Background: an optimization exercise with open tools, aiming at small area. Do not read the settings as production practice. The RTL was checked by simulation tests, not by an equivalence proof against the original design. Power is estimated from default activity; no workload was simulated.

==> flow/design.v, too long to show whole: its modules and the start of the top module <==
// module rom_start: 661 lines
// module rom_end: 661 lines
// module Greedy_snake: 413 lines
module  Greedy_snake(
        input                   clk                     ,
        input                   rst_n                   ,
        input                   IRDA_RXD                ,
        output  wire            VGA_SYNC_N              ,
        output  wire            VGA_BLANK_N             ,
        output  wire            VGA_HS                  ,
        output  wire            VGA_VS                  ,
        output  wire  [ 7: 0]   VGA_R                   ,
        output  wire  [ 7: 0]   VGA_G                   ,
        output  wire  [ 7: 0]   VGA_B                   ,
        output  wire  [ 6: 0]   HEX0                    ,
        output  wire  [ 6: 0]   HEX1
);
  // ...
==> flow/flow/run.sh <==
#!/bin/bash
# Own layout flow: the standard flow (standard.sh), with
#  - clock tree synthesis without dummy loads, with larger sink clusters;
#  - the smallest buffer on the ports.
# Each ORFS step writes its full log under orfs/logs/; make's own output goes
# to make_synth.log and make_finish.log here.
set -euo pipefail
W=$PWD
rm -rf "$W/scripts_mod"
cp -r "$FLOW_HOME/scripts" "$W/scripts_mod"
cp "$W/flow/abc_area.script" "$W/scripts_mod/abc_area.script"
export SCRIPTS_DIR="$W/scripts_mod"
export CTS_ARGS="-sink_clustering_enable -repair_clock_nets -dont_use_dummy_load -sink_clustering_size 16 -sink_clustering_max_diameter 60 -buf_list {sky130_fd_sc_hd__clkbuf_8 sky130_fd_sc_hd__clkbuf_16}"
export BUFFER_PORTS_ARGS="-inputs -outputs -buffer_cell sky130_fd_sc_hd__buf_1"
bash standard.sh synth > "$W/make_synth.log" 2>&1
bash standard.sh > "$W/make_finish.log" 2>&1
==> flow/flow/abc_area.script <==
strash
&get -n
&deepsyn -T 120
&put
dch -f
map -a
topo
==> flow/standard.sh <==
#!/bin/bash
# synth_recipe.tcl (not shown) runs the flow's synth.tcl, then flattens the netlist and writes it again
# the make line also repeats each setting of config.mk as NAME=value (left out here)
make -C /OpenROAD-flow-scripts/flow DESIGN_CONFIG=/design/flow/config.mk WORK_HOME=/design/flow/orfs CLKGATE_MAP_FILE= SYNTH_SCRIPT=/design/flow/synth_recipe.tcl "${@:-finish}"
==> flow/config.mk <==
export PLATFORM = sky130hd
export DESIGN_NAME = Greedy_snake
export DESIGN_NICKNAME = Greedy_snake
export VERILOG_FILES = /design/flow/design.v
export SDC_FILE = /design/flow/constraint.sdc
export NUM_CORES = 4
export LEC_CHECK = 0
export ABC_AREA = 1
export CAP_MARGIN = 20
export CORE_MARGIN = 2
export CORE_UTILIZATION = 40
export GPL_TIMING_DRIVEN = 0
export SLEW_MARGIN = 20
export SYNTH_MEMORY_MAX_BITS = 16384
==> flow/constraint.sdc <==
create_clock -name core_clock -period 40.0 [get_ports {clk}]
set_input_delay 8.0000 -clock core_clock [delete_from_list [all_inputs] [get_ports {clk}]]
set_output_delay 8.0000 -clock core_clock [all_outputs]
set_load 0.01 [all_outputs]
==> results.sh, run 1 <==
export IMPL_max_freq_ghz=0.100
export IMPL_finalWirelength_mm=85.9
export IMPL_combinationalPower_w=0.0000146
export IMPL_regMostFlops="dcode"
export IMPL_area_growth_syn_to_layout_pct=8.81
export IMPL_crit_path_end="HEX0[4]"
export IMPL_leakage_nw=7.43
export IMPL_setup_slack_ns=30.04
export IMPL_ys_dominant_reg_cell="sky130_fd_sc_hd__dfrtp_1"
export IMPL_grt_most_used_layer="met2"
export IMPL_synthAdderAreaFrac=0.0648
export IMPL_dominant_cells="multi-input combinational cells"
export IMPL_max_slew_margin=0.128
export IMPL_hold_start="len_d[2]"
export IMPL_cp_cell_sequence="clkinv_1 -> nor2_1 -> nor2_1 -> a211oi_1 -> a21oi_1 -> buf_1"
export IMPL_place_hpwl_mm=66.1
export IMPL_synth_most_common_cell="sky130_fd_sc_hd__nor2_1"
export IMPL_worst_pin_slew_ns=1.30
export IMPL_max_cap_violations=0
export IMPL_synth_warning_count=4
export IMPL_final_antenna_net_count=0
export IMPL_startpoint_type="flop"
export IMPL_layout_common_cells="457 x sky130_fd_sc_hd__nor2_1, 434 x sky130_fd_sc_hd__clkinv_1, 385 x sky130_fd_sc_hd__nand2_1, 213 x sky130_fd_sc_hd__a21oi_1, 195 x sky130_fd_sc_hd__o21ai_0"
export IMPL_run_status="no timing/DRC/antenna violations"
export IMPL_worstPathRequired_ns=32.00
export IMPL_clkLatencyLatePin_ns=0.49
export IMPL_number_of_buffer_cells_added_on_primary_ports=40
export IMPL_hp_class="flop to flop"
export IMPL_syn_area_sq_um=18000
export IMPL_total_power_w=0.000359
export IMPL_largest_reg_flops=30
export IMPL_timing_critical_path_arrival_ns=1.96
export IMPL_final_hold_violation_count=0
export IMPL_fin_crit_ns=9.96
export IMPL_vias=20947
export IMPL_hold_path_cell_count=0
export IMPL_switching_share=0.229
==> run 2, diff against run 1 <==
--- a/flow/flow/run.sh
+++ b/flow/flow/run.sh
@@ -10,7 +10,7 @@
 cp -r "$FLOW_HOME/scripts" "$W/scripts_mod"
 cp "$W/flow/abc_area.script" "$W/scripts_mod/abc_area.script"
 export SCRIPTS_DIR="$W/scripts_mod"
-export CTS_ARGS="-sink_clustering_enable -repair_clock_nets -dont_use_dummy_load -sink_clustering_size 16 -sink_clustering_max_diameter 60 -buf_list {sky130_fd_sc_hd__clkbuf_8 sky130_fd_sc_hd__clkbuf_16}"
+export CTS_ARGS="-sink_clustering_enable -repair_clock_nets -dont_use_dummy_load -sink_clustering_size 12 -sink_clustering_max_diameter 50 -buf_list {sky130_fd_sc_hd__clkbuf_4 sky130_fd_sc_hd__clkbuf_8}"
 export BUFFER_PORTS_ARGS="-inputs -outputs -buffer_cell sky130_fd_sc_hd__buf_1"
 bash standard.sh synth > "$W/make_synth.log" 2>&1
 bash standard.sh > "$W/make_finish.log" 2>&1
==> run 2 against run 1 <==
Still clean. Die area is the same. Largest power group unchanged. Critical path type unchanged. Via count is 0.16% higher. Setup slack worse by 0.075 ns. First-iteration DRC count grew 4.7%.
==> results.sh, run 2 <==
export IMPL_run_status="no timing/DRC/antenna violations"
export IMPL_reg_top3="dcode x30, cnt_clk x19, move_cnt x14"
export IMPL_layout_common_cells="457 x sky130_fd_sc_hd__nor2_1, 434 x sky130_fd_sc_hd__clkinv_1, 385 x sky130_fd_sc_hd__nand2_1, 213 x sky130_fd_sc_hd__a21oi_1, 195 x sky130_fd_sc_hd__o21ai_0"
export IMPL_clock_edge_transition_at_the_registers_on_the_reported_setup_and_hold_paths_ns=0.10
export IMPL_cts_htree_levels=4
export IMPL_drt_iter0_drc=2437
export IMPL_vias=20980
export IMPL_final_hold_violation_count=0
export IMPL_worst_setup_path_end_kind="output pin"
export IMPL_placeableCoreArea_sq_um=44300
export IMPL_ys_dominant_reg_cell="sky130_fd_sc_hd__dfrtp_1"
export IMPL_die_width_um=216
export IMPL_finalNetCount=2902
export IMPL_postSynthCellCount=2735
export IMPL_design_portCount=45
export IMPL_avgRoutedWirePerCell_um=25.3
export IMPL_dp_worst_setup_slack_ns=30.56
export IMPL_irDropWorstVdd_mv=0.0207
export IMPL_post_cts_hold_buffer_count=0
export IMPL_antenna_found_initial=2
export IMPL_clkLatencyLatePin_ns=0.56
export IMPL_cts_setup_buffers=0
export IMPL_sequential_fraction_of_the_synthesis_area=0.267
export IMPL_grt_max_degree=36
export IMPL_synth_area_leaders="sky130_fd_sc_hd__dfrtp_1 15%, sky130_fd_sc_hd__nor2_1 9.8%, sky130_fd_sc_hd__clkinv_1 9.1%"
export IMPL_pwr_density_cell_nw_per_um2=16.3
export IMPL_cp_cell_sequence="clkinv_1 -> nor2_1 -> nor2_1 -> a211oi_1 -> a21oi_1 -> buf_1"
export IMPL_timing_critical_path_arrival_ns=2.04
export IMPL_max_stage_delay_ns=0.51
export IMPL_setup_violations=0
export IMPL_post_synth_num_cell_types=52
export IMPL_clockBufferDepth=2
export IMPL_gp_routability_congestion=1.09
export IMPL_unrepaired_setup_endpoints_after_global_routing="no"
export IMPL_setup_slack_ns=29.96
export IMPL_layout_worst_path_cycle_share=0.251
export IMPL_clock_skew_ns=0.0380
export IMPL_synth_async_reset_ratio=0.647
export IMPL_critical_path_peak_fanout=9
export IMPL_startpoint_type="flop"
export IMPL_leakage_nw=7.34
export IMPL_netlist_top_cell_by_area="sky130_fd_sc_hd__dfrtp_1"
export IMPL_gr_usage_all_layers=0.365
export IMPL_cts_tree="done"
export IMPL_multi_input_comb_area_sq_um=11500
export IMPL_post_synth_top_area_fraction=0.151
export IMPL_worstSetupPathType="flop to output pin"
export IMPL_critical_path_s_top_delay_family="flip-flops"
export IMPL_floorplan_rows=77
export IMPL_grt_pass1_wl_mm=126
export IMPL_place_hpwl_mm=66.1
export IMPL_synth_most_common_cell="sky130_fd_sc_hd__nor2_1"
export IMPL_worst_reg_to_reg_cells=45
export IMPL_yosys_register_bits=190
export IMPL_die_height_um=216
export IMPL_largest_reg_flops=30
export IMPL_viasPerCell=6.17
export IMPL_number_of_buffer_cells_added_on_primary_ports=40
export IMPL_finalSetupTns_ns=0
export IMPL_area_growth_syn_to_layout_pct=7.72
export IMPL_timing_critical_path_buf_inv=2
export IMPL_max_slew_margin=0.178
export IMPL_dpl_instance_area_sq_um=19200
export IMPL_fin_crit_ns=10.04
export IMPL_starting_density_of_the_core=0.407
export IMPL_max_cap_violations=0
export IMPL_regMostFlops="dcode"
export IMPL_hp_class="flop to flop"
export IMPL_crit_cells=6
export IMPL_clockRootBuffer="sky130_fd_sc_hd__clkbuf_8"
export IMPL_fillers=4692
export IMPL_slew_viol_final=0
export IMPL_final_design_area_no_fill_sq_um=19400
export IMPL_mostFrequentLayoutCell="sky130_fd_sc_hd__nor2_1"
export IMPL_synth_warning_count=4
export IMPL_timing_critical_path_slowest_stage_cell="sky130_fd_sc_hd__dfrtp_1"
export IMPL_storage_element_area_sq_um=4820
export IMPL_max_freq_ghz=0.0996
export IMPL_drtPass1Iterations=8
export IMPL_finalWirelength_mm=85.9
export IMPL_globalRoute_totalOverflow=0
export IMPL_total_drc_errors_in_the_routed_layout=0
export IMPL_sink_count=190
export IMPL_drive_gt1_frac=0.0456
export IMPL_postCtsResizedCells=0
export IMPL_syn_mean_instance_area_sq_um=6.59
export IMPL_worstPathRequired_ns=32.00
export IMPL_numCtsBuffers=17
export IMPL_worst_path_most_repeated_cell="sky130_fd_sc_hd__nor2_1"
export IMPL_die_area_sq_um=46800
export IMPL_edff_count_synth=38
export IMPL_syn_area_sq_um=18000
export IMPL_worst_pin_slew_ns=1.23
export IMPL_hold_path_cell_count=0
export IMPL_final_antenna_net_count=0
export IMPL_grt_pass1_vias=20089
export IMPL_synth_top_cells_by_count="471 x sky130_fd_sc_hd__nor2_1, 436 x sky130_fd_sc_hd__clkinv_1, 388 x sky130_fd_sc_hd__nand2_1, 213 x sky130_fd_sc_hd__a21oi_1, 195 x sky130_fd_sc_hd__o21ai_0"
run 2: cell counts after synthesis:
Identical to the previous run, type by type.
run 2: cell families after synthesis:
logic type | Yosys count | share of synthesized area
and+or+nand+nor | 1197 | 0.282
AOI/OAI and AO/OA | 676 | 0.227
buffers and inverters | 460 | 0.101
DFF | 190 | 0.267
xor gates and xnor gates | 118 | 0.0573
adders and majority gates | 91 | 0.0648
other | 2 | 0.000416
muxes | 1 | 0.000624
run 2: final timing paths:
check                       startpoint           to  slack [ns]
max in group asynchronous        rst_n      grow[0]       31.70
hold reg to reg            ir_din_r[1]  ir_din_r[2]        0.36
setup / recovery           len_code[3]      HEX0[4]       29.96
min in group asynchronous        rst_n  cnt_clk[16]        7.40
setup reg to reg           dcode[1][1]    object[1]       31.31
hold / removal             ir_din_r[1]  ir_din_r[2]        0.36
run 2: power by group:
part / switching, W / internal (W) / leakage, nW
Clock: 0.0000640 / 0.0000375 / 0.122
Sequential: 0.00000264 / 0.000198 / 2.25
Combinational: 0.0000102 / 0.00000441 / 4.96
Total: 0.0000768 / 0.000240 / 7.34
run 2: routing by layer:
| layer | up-vias | part of all wire | GRT usage |
|---|---|---|---|
| li1 | 9562 | - | - |
| met1 | 9831 | 0.38 | 0.437 |
| met2 | 1175 | 0.44 | 0.570 |
| met3 | 410 | 0.096 | 0.0915 |
| met4 | 2 | 0.081 | 0.262 |
| met5 | - | 0.00015 | 0 |
run 2: cell type report:
cell class,instances,area share
multi-input cells,2087,0.591
flip-flops and latches,190,0.248
inverters,436,0.0844
well taps,592,0.0381
repair buffers,52,0.0175
clock buffers,17,0.0120
plain buffers,24,0.00928
diodes,1,0.000129
run 2: per-stage QoR:
step | cells | util | total power, W | hold slack, ns
after floorplan | 2737 | - | 0.000213 | 0.331
after CTS | 3398 | 0.438 | 0.000321 | 0.360
after global routing | 3398 | 0.438 | 0.000331 | 0.364
after detailed placement | 3381 | 0.433 | 0.000219 | 0.337
after global placement | 3369 | 0.427 | 0.000218 | 0.334
final | 3399 | 0.438 | 0.000317 | 0.357
run 2: worst register-to-register path: cells and delay by family, from the launching register on:
kind                      cells  cell delay, ns
and+or+nand+nor              27            4.67
buffers and inverters         9            1.48
xor gates and xnor gates      5            1.23
AOI/OAI and AO/OA             4            0.73
DFF                           1            0.47

## static timing again, ports no longer ideal
In the flow no input, the clock included, has a driving cell. The finished layouts below were timed again as built, in two steps.
Step 1 (the two cells are an assumption about what drives the block):
set clk [get_ports {clk}]
set_driving_cell -lib_cell sky130_fd_sc_hd__clkbuf_16 $clk
set_driving_cell -lib_cell sky130_fd_sc_hd__buf_2 [delete_from_list [all_inputs] $clk]
Step 2 moves the port delays by t, midway between the first and last clock arrival at a register: inputs arrive t later, outputs are due t later. That takes back most of the time a late clock gives input paths.
Slacks: ideal / step 1 / step 2; pairs: ideal / step 1.
| run | shift t [ns] | slack for setup (ns) | worst setup path after step 2 | slew at the worst register clock pin (ns) |
|---|---|---|---|---|
| run 1 | 0.527 | 30.039 / 29.984 / 30.511 | register to output | 0.08 / 0.08 |
| run 2 | 0.596 | 29.965 / 29.905 / 30.501 | register to output | 0.11 / 0.11 |
After both steps setup and hold are still met in every run listed.
